From an optimization exercise on the open Yosys and OpenROAD flow, aimed at small area, a short achievable clock period and few clock cycles; shortcuts taken in it are not production practice.
Where RTL was checked, it was by simulation tests only, not by an equivalence proof against the original.

==> flow/design.v (excerpt) <==
module  SOBEL(clk,reset,busy,ready,iaddr,idata,cdata_rd,cdata_wr,caddr_rd,caddr_wr,cwr,crd,csel	);
For scale: roughly 650 cells after synthesis, roughly 81 I/O pins, about 7100 um2 of cells after synthesis.
Settings: LEC_CHECK=0, CAP_MARGIN=20, CORE_MARGIN=2, CORE_UTILIZATION=40, SETUP_SLACK_MARGIN=2.8, SLEW_MARGIN=20; clock period 5.0 ns.
run.sh (not shown) runs the stock make flow with config.mk's settings and CLKGATE_MAP_FILE= SYNTH_SCRIPT=/design/flow/synth_recipe.tcl, a recipe that flattens the netlist after the stock synthesis.
Then changed:
Settings changed: SETUP_SLACK_MARGIN 2.8 to unset.
After rerunning:
- clock-buffer cell count is lower by 2
- setup slack degrades by 830 ps
- first-iteration DRC count goes down by 37%
- final area is lower by 12%
- synthesized cell count does not change
- wire length shrinks by 16%
- die area does not change
- sequential share of layout area went up by 3.9 points
- non-clock buffer count fell by 66
Then changed:
Settings changed: SETUP_SLACK_MARGIN set to 2.0.
What happened: Clock skew hardly moves; global-route usage rose by 1.4 points; critical path depth goes up by 3; worst setup slack is better by 830 ps; worst hold slack barely changes; flip-flop and latch count stays the same.
No functional check of the RTL was part of any run of this note.

========
== v24 ==
Another version of the RTL of SOBEL (not shown whole).
Size in the first run: ~130 flip-flops, ~81 I/O pins.
make LEC_CHECK=0 CAP_MARGIN=20 CORE_MARGIN=2 CORE_UTILIZATION=60 CTS_BUF_LIST=sky130_fd_sc_hd__clkbuf_8 CTS_CLUSTER_SIZE=30 SETUP_SLACK_MARGIN=2.2 SLEW_MARGIN=20 finish   # period 5.0 ns
Testbench counts of v24, summed over its fixed seeds: cycles 789,544.
Here is what was changed in the inputs of v4 compared with v24.
- clearing CTS_CLUSTER_SIZE, which used to be 30
- swapping 60 for 40 in CORE_UTILIZATION
- swapping sky130_fd_sc_hd__clkbuf_8 for sky130_fd_sc_hd__clkbuf_4 sky130_fd_sc_hd__clkbuf_8 in CTS_BUF_LIST
--- outcome ---
- The final layout from v4, which completed every stage, passed the timing, design-rule and antenna checks at the end of the flow.
- v4 vs v24 — global routing met2 resource utilization dropped 14 points.
- Delta(slack of the worst reg-to-reg path, v4 - v24) > 0
- In the flow results for v4 and v24, the share of the final layout cell area in sequential cells is smaller on v4.
- Setup total negative slack came out exactly the same in v4 and v24.
- Comparing v4 and v24, minimum setup slack in the final design is higher on v4.
- Relative to v24, the multi-input gate share of the layout cell area of v4 is lower by 0.80 points.
- In the metrics for v4 and v24, the one carrying the lower horizontal die dimension is v24.
- v24 → v4: buffers inserted during post-CTS setup optimization fell 1; final instance area rose by 1.6%.
- Compared with v24, v4 improves maximum clock frequency.

========
Setup of run 1:
Another version of the RTL of SOBEL (not shown whole).
Size in the first run: about 130 flip-flops, ~81 I/O pins.
==> flow/config.mk <==
export PLATFORM = sky130hd
export DESIGN_NAME = SOBEL
export DESIGN_NICKNAME = SOBEL
export VERILOG_FILES = /design/flow/design.v
export SDC_FILE = /design/flow/constraint.sdc
export NUM_CORES = 4
export LEC_CHECK = 0
export CAP_MARGIN = 20
export CORE_MARGIN = 2
export CORE_UTILIZATION = 40
export CTS_BUF_LIST = sky130_fd_sc_hd__clkbuf_8
export CTS_CLUSTER_SIZE = 30
export SETUP_SLACK_MARGIN = 2.4
export SLEW_MARGIN = 20
==> flow/constraint.sdc <==
create_clock -name core_clock -period 5.0 [get_ports {clk}]
set_input_delay 1.0000 -clock core_clock [delete_from_list [all_inputs] [get_ports {clk}]]
set_output_delay 1.0000 -clock core_clock [all_outputs]
set_load 0.01 [all_outputs]
standard.sh (not shown) runs the stock make flow with config.mk's settings and CLKGATE_MAP_FILE= SYNTH_SCRIPT=/design/flow/synth_recipe.tcl, a recipe that flattens the netlist after the stock synthesis.
==> flow/flow/run.sh <==
#!/bin/bash
# The standard layout, with plain buffers (instead of delay cells) on the
# input and output ports, and full/half adder cells left out so that abc
# maps the adders itself. Each tool's output goes to its own log here.
set -euo pipefail
export BUFFER_PORTS_ARGS="-buffer_cell sky130_fd_sc_hd__buf_2"
export DONT_USE_CELLS="sky130_fd_sc_hd__fa_1 sky130_fd_sc_hd__fa_2 sky130_fd_sc_hd__fa_4 sky130_fd_sc_hd__ha_1 sky130_fd_sc_hd__ha_2 sky130_fd_sc_hd__ha_4 sky130_fd_sc_hd__fah_1 sky130_fd_sc_hd__fahcin_1 sky130_fd_sc_hd__fahcon_1"
bash standard.sh > standard.log 2>&1
Per the final summary, run 1 finished and its layout is clean on timing, DRC and antenna.
Testbench counts of run 1, summed over its fixed seeds: cycles 789,544.
### run 1 -> run 2
Settings: an added PLACE_DENSITY of 0.75.
==> flow/flow/run.sh <==
#!/bin/bash
# The standard layout, with plain buffers (instead of delay cells) on the
# input and output ports. Each tool's output goes to its own log here.
set -euo pipefail
export BUFFER_PORTS_ARGS="-buffer_cell sky130_fd_sc_hd__buf_2"
bash standard.sh > standard.log 2>&1
Total via count after detailed routing up 86 in run 2 wrt run 1
When the final numbers for run 1 and run 2 were put side by side, the routed length on met3 turned out to be smaller in run 2.
Shortest period the worst path allows improves in run 2 relative to run 1.
Input-level comparison between run 3 and run 2:
Settings: SETUP_SLACK_MARGIN: 2.4 -> 2.2.
==> results.txt <==
Run 3 vs run 2 on multi-input gate share of the layout cell area: run 3 is the lower one.
Post-detailed-route wirelength per cell for run 3: about 2.5% up relative to run 2
Note that the placer congestion estimate recorded for run 2 amounts to 1.05 times the value seen in run 3.
Routed wire in run 3 totals more than in run 2.
There was hardly any difference in via-per-instance ratio between run 3 and run 2.
Relative to run 3, the following input files were edited for run 4:
Settings: a deleted PLACE_DENSITY that had been 0.75; a change of SETUP_SLACK_MARGIN from 2.2 to 2.6.
## What came out
Every stage of the flow completed for run 4, and the final layout passed the timing, design-rule and antenna checks. Setup fix buffers added after clock tree synthesis: run 4 vs run 3 up 5. Final setup slack of the worst path: run 4 and run 3 compared, higher one is run 4. Critical path depth is higher on run 4. Wire length: run 4 higher than run 3. Going from run 3 to run 4, via count of the first global-routing pass has decreased, ratio of cells with drive above 1 in the final layout has increased. [run 4 vs run 3] post-route standard cell area excluding fillers: higher in run 4. Looking at count of TritonRoute iterations in the first routing pass, run 4 sits 1 lower than run 3 does. Run 4 does better than run 3 on placement-stage worst setup slack. Between run 4 and run 3, hold slack is higher for run 3, run 4 comes in under that.

[what the ideal ports hide]
The flow's constraints put no driver on any port. The routed layouts listed below were extracted and timed again, unchanged, in two steps.
Step 1 (the two cells are an assumption about what drives the block):
set clk [get_ports {clk}]
set_driving_cell -lib_cell sky130_fd_sc_hd__clkbuf_16 $clk
set_driving_cell -lib_cell sky130_fd_sc_hd__buf_2 [delete_from_list [all_inputs] $clk]
Step 2 moves the port delays by t, midway between the first and last clock arrival at a register: inputs arrive t later, outputs are due t later. That takes back most of the time a late clock gives input paths.
Three values: ideal, step 1, step 2; two values: the first two.
run	shift t [ns]	slack for setup (ns)	hold slack, ns	worst setup path at the end
the first run of note 1	0.450	1.859 / 1.859 / 1.808	0.416 / 0.416 / 0.416	input to register
the second run of note 1	0.447	1.027 / 1.027 / 1.027	0.417 / 0.417 / 0.417	register to register
the third run of note 1	0.452	1.858 / 1.858 / 1.736	0.416 / 0.416 / 0.416	input to register
v24	0.477	2.325 / 2.320 / 2.325	0.423 / 0.423 / 0.423	register to register
v4	0.473	2.354 / 2.316 / 2.369	0.424 / 0.424 / 0.424	register to register
run 1	0.483	2.532 / 2.502 / 2.532	0.424 / 0.424 / 0.424	register to register
run 2	0.466	2.552 / 2.518 / 2.571	0.416 / 0.416 / 0.416	register to register
run 3	0.475	2.357 / 2.323 / 2.367	0.420 / 0.420 / 0.420	register to register
run 4	0.467	2.578 / 2.543 / 2.611	0.416 / 0.416 / 0.416	register to register
After both steps every run listed still meets setup and hold. The setup slack of the third run of note 1, which loses most, moves by 0.000 ns with the drivers and by -0.122 ns with both steps.
